This design comes from an exercise in tuning for small area on the open sky130 flow, not from production work.
RTL that was checked went through simulation tests only; none was proved equivalent to the original.
Power figures rest on the tool's default switching activity, not on a simulated workload.

## Top
module Top(
    input clk,
    input [7:0] SW,
    input reset,
    input sens,
    input disF,
    input disB,
    input BOX,
    input signal,
    input IPS_F,
    input IPS_L,
    input IPS_R,
    input IPS_TR,
    input IPS_TL,
    input isig,
    output reg FORA,
    output reg BCKA,
    output reg FORB,
    output BCKB,
    output ENA,
    output ENB,
    output s2, s3,
    output [7:0] led,
    output [1:0] spot,
    output IWHITE,
    output IRED,
    output IGREEN,
    output IBLUE,
    output drop
);
    wire pwm_a, pwm_b;
    wire oc_flag;
    wire detF, detB;
    wire FORA_IPS, BCKA_IPS, FORB_IPS;
    wire TL, TR;
    reg L, R, AL, AR, FLIP, FOR, REV;
    wire col_done;
    wire [1:0] col_state;
    PWMA pwm (.clk(clk), .reset(reset), .SW(SW), .pwm_a(pwm_a), .pwm_b(pwm_b));
    distance distance (
    .clk(clk),
    .reset(reset),
    .disF(disF),
    .disB(disB),
    .detF(detF),
    .detB(detB)
    );
    Overcurrent oc_protection (
    .clk(clk),
    .reset(reset),
    .sens(sens),
    .oc_flag(oc_flag)
    );
    IPS_Line ips_line (
        .clk(clk),
        .reset(reset),
        .IPS_F(IPS_F),
        .IPS_L(IPS_L),
        .IPS_R(IPS_R),
        .IPS_TR(IPS_TR),
        .IPS_TL(IPS_TL),
        .FORA(FORA_IPS),
        .BCKA(BCKA_IPS),
        .FORB(FORB_IPS),
        .EFOR(FOR),
        .EREV(REV),
        .EL(L),
        .ER(R),
        .EAL(AL),
        .EAR(AR),
        .ETL(TL),
        .ETR(TR),
        .EFLIP(FLIP)
    );
    Color color (
        .clk(clk),
        .reset(reset),
        .signal(signal),
        .s2(s2),
        .s3(s3),
        .done(col_done),
        .state(col_state),
        .led(led[5:0])
    );
    assign led[7:6] = 2'b00;
    assign drop = 1'b0;
    detect IR (
        .clk(clk),
        .reset(reset),
        .isig(isig),
        .col_done(col_done),
        .col_state(col_state),
        .IWHITE(IWHITE),
        .IRED(IRED),
        .IGREEN(IGREEN),
        .IBLUE(IBLUE)
    );
    localparam START   = 4'd0;
    localparam PCOL    = 4'd1;
    localparam ASSIGN  = 4'd2;
  ...
For scale: ~820 cells after synthesis, ~170 flip-flops, about 44 I/O pins, ~0.0075 mm2 of cells after synthesis.
export LEC_CHECK = 0
export CAP_MARGIN = 20
export CORE_MARGIN = 2
export CORE_UTILIZATION = 65
export SLEW_MARGIN = 20
create_clock -name core_clock -period 10.0 [get_ports {clk}]
standard.sh (not shown) runs the stock make flow with config.mk's settings and CLKGATE_MAP_FILE= SYNTH_SCRIPT=/design/flow/synth_recipe.tcl, a recipe that flattens the netlist after the stock synthesis.
==> flow/flow/run.sh <==
#!/bin/bash
# Own flow: the standard layout (standard.sh) with these changes:
#  - synthesis maps logic with flow/abc.script, an area-oriented ABC script
#    (yosys's own default sequence with more area recovery in &nf, and a
#    second round of choice computation and mapping), in place
#    of ORFS's abc_speed.script, which upsizes and buffers for speed that a
#    10 ns clock does not need. Everything else in synthesis is unchanged
#    (same yosys passes, so the same registers with the same names and
#    cells); ORFS's scripts are copied to orfs_scripts/ with only that one
#    file replaced, and the whole flow runs from that copy;
#  - clock tree: no dummy balancing loads, clkbuf_8 buffers only;
#  - port buffers: the smallest buffer, buf_1.
# Each tool's output goes to ORFS's own logs under orfs/logs; make's output
# goes to flow_make.log here.
set -euo pipefail
rm -rf orfs_scripts
cp -r "$FLOW_HOME/scripts" orfs_scripts
cp flow/abc.script orfs_scripts/abc_speed.script
export CTS_ARGS="-sink_clustering_enable -repair_clock_nets -dont_use_dummy_load -root_buf sky130_fd_sc_hd__clkbuf_8 -buf_list sky130_fd_sc_hd__clkbuf_8 -sink_clustering_size 30 -sink_clustering_max_diameter 100"
export BUFFER_PORTS_ARGS="-buffer_cell sky130_fd_sc_hd__buf_1"
bash standard.sh "SCRIPTS_DIR=$PWD/orfs_scripts" finish > flow_make.log 2>&1
==> flow/flow/abc.script <==
strash
&get -n
&fraig -x
&put
scorr
dc2
dretime
strash
&get -n
&dch -f
&nf -R 1000
&put
strash
&get -n
&dch -f
&nf -R 1000
&put
Next try:
--- a/flow/design.v
+++ b/flow/design.v
@@ -39,29 +39,25 @@
     end
 endmodule
 `timescale 1ns / 1ps
 module distance(
     input clk,
     input reset,
     input disF,
     input disB,
     output reg detF,
     output reg detB
     );
     always @ (posedge clk) begin
-        if (reset) begin
-            detF <= 0;
-            detB <= 0;
-        end
-        else begin
+        begin
             if (disF == 0) begin
                 detF <= 1;
             end
             else begin
                 detF <= 0;
             end
             if (disB == 0) begin
                 detB <= 1;
             end
             else begin
                 detB <= 0;
             end
@@ -542,25 +538,25 @@
                       (state == DPOS1 && IPS_TL);
     wire spin_start = (state == POS1 && !IPS_TR && detF) ||
                       (state == POS2 && pos == 2'd2 && detF) ||
                       (state == POS3 && detF);
     always @(posedge clk) begin
         if (SW[0])
             cnt <= (skip_start || spin_start) ? 18'd0 : cnt_next;
         if (SW[0] && spin_start)
             rev_done <= 1'b0;
         else if (SW[0] && state == SPIN && cnt_end)
             rev_done <= 1'b1;
     end
-    wire [1:0] ir_code = IRED ? 2'b01 : IGREEN ? 2'b10 : 2'b11;
+    wire [1:0] ir_code = {~IRED, ~IGREEN};
     always @(posedge clk) begin
     if (reset) begin
         state <= START;
         L <= 0;
         R <= 0;
         AL <= 1;
         AR <= 1;
         pos <= 2'd0;
         FLIP <= 0;
         FOR <= 0;
         REV <= 0;
         deb_done <= 0;
Result:
- cell area is lower by 0.65%
- global-route usage is lower by 0.88 points
- critical path depth is lower by 6
- wire length is lower by 3.0%
- setup slack is worse by 0.53 ns
- cell count is higher by 0.69%
- area after synthesis is lower by 0.70%
- count of clock-buffer cells in the layout stays the same
- power is lower by 13%
- utilization is lower by 0.16 points
- sequential cell count is unchanged
- non-clock buffer count is unchanged

---

## the reference run
Another version of the RTL of Top (not shown whole).
Size in the first run: about 170 flip-flops, roughly 44 I/O pins, roughly 0.0086 mm² of cells after synthesis.
## Top
module Top(
    input clk,
    input [7:0] SW,
    input reset,
    input sens,
    input disF,
    input disB,
    input BOX,
    input signal,
    input IPS_F,
    input IPS_L,
    input IPS_R,
    input IPS_TR,
    input IPS_TL,
    input isig,
    output reg FORA,
    output reg BCKA,
    output reg FORB,
    output BCKB,
    output ENA,
    output ENB,
    output s2, s3,
    output [7:0] led,
    output [1:0] spot,
    output IWHITE,
    output IRED,
    output IGREEN,
    output IBLUE,
    output drop
);
clock: 10.0 ns
lec_check: 0
cap_margin: 20
core_margin: 2
core_utilization: 65
slew_margin: 20
==> flow/flow/run.sh <==
#!/bin/bash
# Own flow: the standard layout (standard.sh) with two changes:
#  - clock tree: no dummy balancing loads, smaller clock buffers;
#  - port buffers: the smallest buffer, buf_1.
# Each tool's output goes to ORFS's own logs under orfs/logs; make's output
# goes to flow_make.log here.
set -euo pipefail
export CTS_ARGS="-sink_clustering_enable -repair_clock_nets -dont_use_dummy_load -root_buf sky130_fd_sc_hd__clkbuf_16 -buf_list sky130_fd_sc_hd__clkbuf_8 -sink_clustering_size 30 -sink_clustering_max_diameter 100"
export BUFFER_PORTS_ARGS="-buffer_cell sky130_fd_sc_hd__buf_1"
bash standard.sh finish > flow_make.log 2>&1
The inputs of the trial run differ from those of the reference run as listed below.
--- a/flow/design.v
+++ b/flow/design.v
@@ -299,15 +299,18 @@
     wire edge_now = signal ^ pre_signal;
     reg [13:0] cnt;
     reg [13:0] x;
     reg [1:0] k;
     reg [1:0] code;              
     reg done2;
-    wire gt = cnt > x;
-    wire lt = cnt < x;
+    reg seen;
+    wire eq = (cnt == x);
+    wire gt = seen & ~eq;
+    wire lt = ~seen & ~eq;
     wire f5 = cnt > 14'd5000;
+    wire x0_next = (cnt == 14'd0) && (state == 2'd3 || eq || !k[1]);
     assign s2 = state[1];
     assign s3 = state[0];
     always @(posedge clk) begin
         if (reset) begin
             win <= 15'd0;
             pre_signal <= 1'b0;
@@ -322,12 +325,13 @@
             done <= wrap;
             if (done)
                 state <= state + 2'd1;
             if (done2 && state == 2'd3)
                 code <= k;
             if (wrap) begin
+                seen <= edge_now & x0_next;
                 win <= 15'd0;
                 cnt <= {13'd0, edge_now};
                 case (state)
                     2'd3: begin
                         x <= cnt;
                         k <= {1'b1, f5};
@@ -348,12 +352,13 @@
                             k <= 2'b00;
                     end
                     default: ;
                 endcase
             end
             else begin
+                seen <= seen | eq;
                 win <= win_next;
                 cnt <= cnt + {13'd0, edge_now};
             end
         end
     end
     always @(posedge clk)
@@ -536,18 +541,17 @@
     localparam DROPD   = 4'd12;
     reg [3:0] state;
     reg [1:0] pos;
     assign spot = {pos[1] | (pos[0] & IGREEN), pos[0] & ~IGREEN};
     reg [17:0] cnt;
     reg deb_done;
-    localparam [17:0] CNT_SPIN = 18'd0;          
-    localparam [17:0] CNT_SKIP = 18'd70086;      
-    localparam [17:0] CNT_END  = 18'd56963;
-    wire cnt_end = (cnt == CNT_END);
+    localparam [17:0] CNT_SKIP = 18'd212679;     
+    localparam [17:0] CNT_SPIN = 18'd56963;      
+    wire cnt_end = (cnt == CNT_SPIN);
     wire [17:0] cnt_next = {cnt[16:0], ~(cnt[17] ^ cnt[10])};
-    wire deb_end = deb_done | cnt_end;
+    wire deb_end = deb_done | (cnt == CNT_SKIP);
     wire [1:0] ir_code = IRED ? 2'b01 : IGREEN ? 2'b10 : 2'b11;
     always @(posedge clk) begin
     if (reset) begin
         state <= START;
         L <= 0;
         R <= 0;
@@ -594,35 +598,35 @@
                 L <= 0;
                 R <= 0;
                 AL <= 1;
                 AR <= 1;
                 if (IPS_TR) begin
                     AR <= 0;
-                    if (!deb_done) cnt <= CNT_SKIP;
+                    cnt <= 18'd0;
                     state <= SKIP;
                 end
                 else if (detF) begin
-                    cnt <= CNT_SPIN;
+                    cnt <= 18'd0;
                     state <= SPIN;
                 end
             end
             POS2: begin
                 if (pos == 2'd2) begin
                     L <= 1;
                     R <= 1;
                     AL <= 1;
                     AR <= 1;
                     if (detF) begin
-                        cnt <= CNT_SPIN;
+                        cnt <= 18'd0;
                         state <= SPIN;
                     end
                 end
                 else begin
                     if (IPS_TL && !L && !TL && !TR) begin
                         AL <= 0;
-                        if (!deb_done) cnt <= CNT_SKIP;
+                        cnt <= 18'd0;
                         state <= SKIP;
                     end
                     else begin
                         L <= 0;
                         R <= 1;
                         AR <= 1;
@@ -649,13 +653,13 @@
             POS3: begin
                 R <= 0;
                 L <= 1;
                 AL <= 1;
                 AR <= 1;
                 if (detF) begin
-                    cnt <= CNT_SPIN;
+                    cnt <= 18'd0;
                     state <= SPIN;
                 end
             end
             DASSIGN: begin
                 state <= (pos == 2'd1) ? DPOS1 : DPOS2;
             end
@@ -665,15 +669,16 @@
                 L <= 0;
                 R <= 0;
                 AL <= 1;
                 AR <= 1;
                 if (IPS_TL) begin
                     AL <= 0;
-                    if (!deb_done) cnt <= CNT_SKIP;
                     state <= SKIP;
                 end
+                if (IPS_TL && !detF)
+                    cnt <= 18'd0;
                 if (detF)
                     state <= DROPD;
             end
             SPIN: begin
                 FOR <= 0;
                 REV <= 1;
Findings:
- The trial run did not stop at any stage, and its layout met the timing, design-rule and antenna checks.
- The trial run against the reference run: netlist area before placement went down; later-pin clock latency in the skew report did not really move; die area went down; number of cells on the worst hold path went up.
- Via count of the first global-routing pass for the trial run is lower than for the reference run.
- Taking the reference run as the reference point, the share of power burned in combinational logic of the trial run rises by 13 points.
- Total detailed-routing wirelength on the trial run is ahead of the reference run.
- First-pass GRT wire length delta for the trial run relative to the reference run: 1.5% lower
- Worst slew margin relative to its limit came out lower on the trial run than on the reference run.
- Weighted congestion reported at the end of routability-driven placement of the reference run is on par with the trial run.
- Between the trial run and the reference run, the post-placement setup slack is higher for the reference run.
No functional check of the RTL was part of the reference run.

port drivers added, routing unchanged:
Ports are ideal in the flow. The routed layouts listed here were re-timed in OpenROAD.
Step 1 sets driving cells, clkbuf_16 on the clock port and buf_2 on the other inputs (assumed; they add their load-dependent delay and slew).
Step 2 moves the port delays by t, midway between the first and last clock arrival at a register: inputs arrive t later, outputs are due t later. That takes back most of the time a late clock gives input paths.
a / b / c = ideal ports / drivers / drivers and shift; a / b = the first two.
run	t, ns	slack for setup (ns)	clock arrival spread, ns
the first run of note 1	0.473	6.227 / 6.240 / 5.767	0.033 / 0.033
the second run of note 1	0.461	5.700 / 5.713 / 5.252	0.027 / 0.026
the reference run	0.411	6.173 / 6.194 / 5.783	0.025 / 0.024
the trial run	0.404	5.807 / 5.826 / 5.422	0.034 / 0.034
After both steps setup and hold are still met in every run listed. The setup slack of the first run of note 1, which loses most, moves by +0.013 ns with the drivers and by -0.460 ns with both steps.
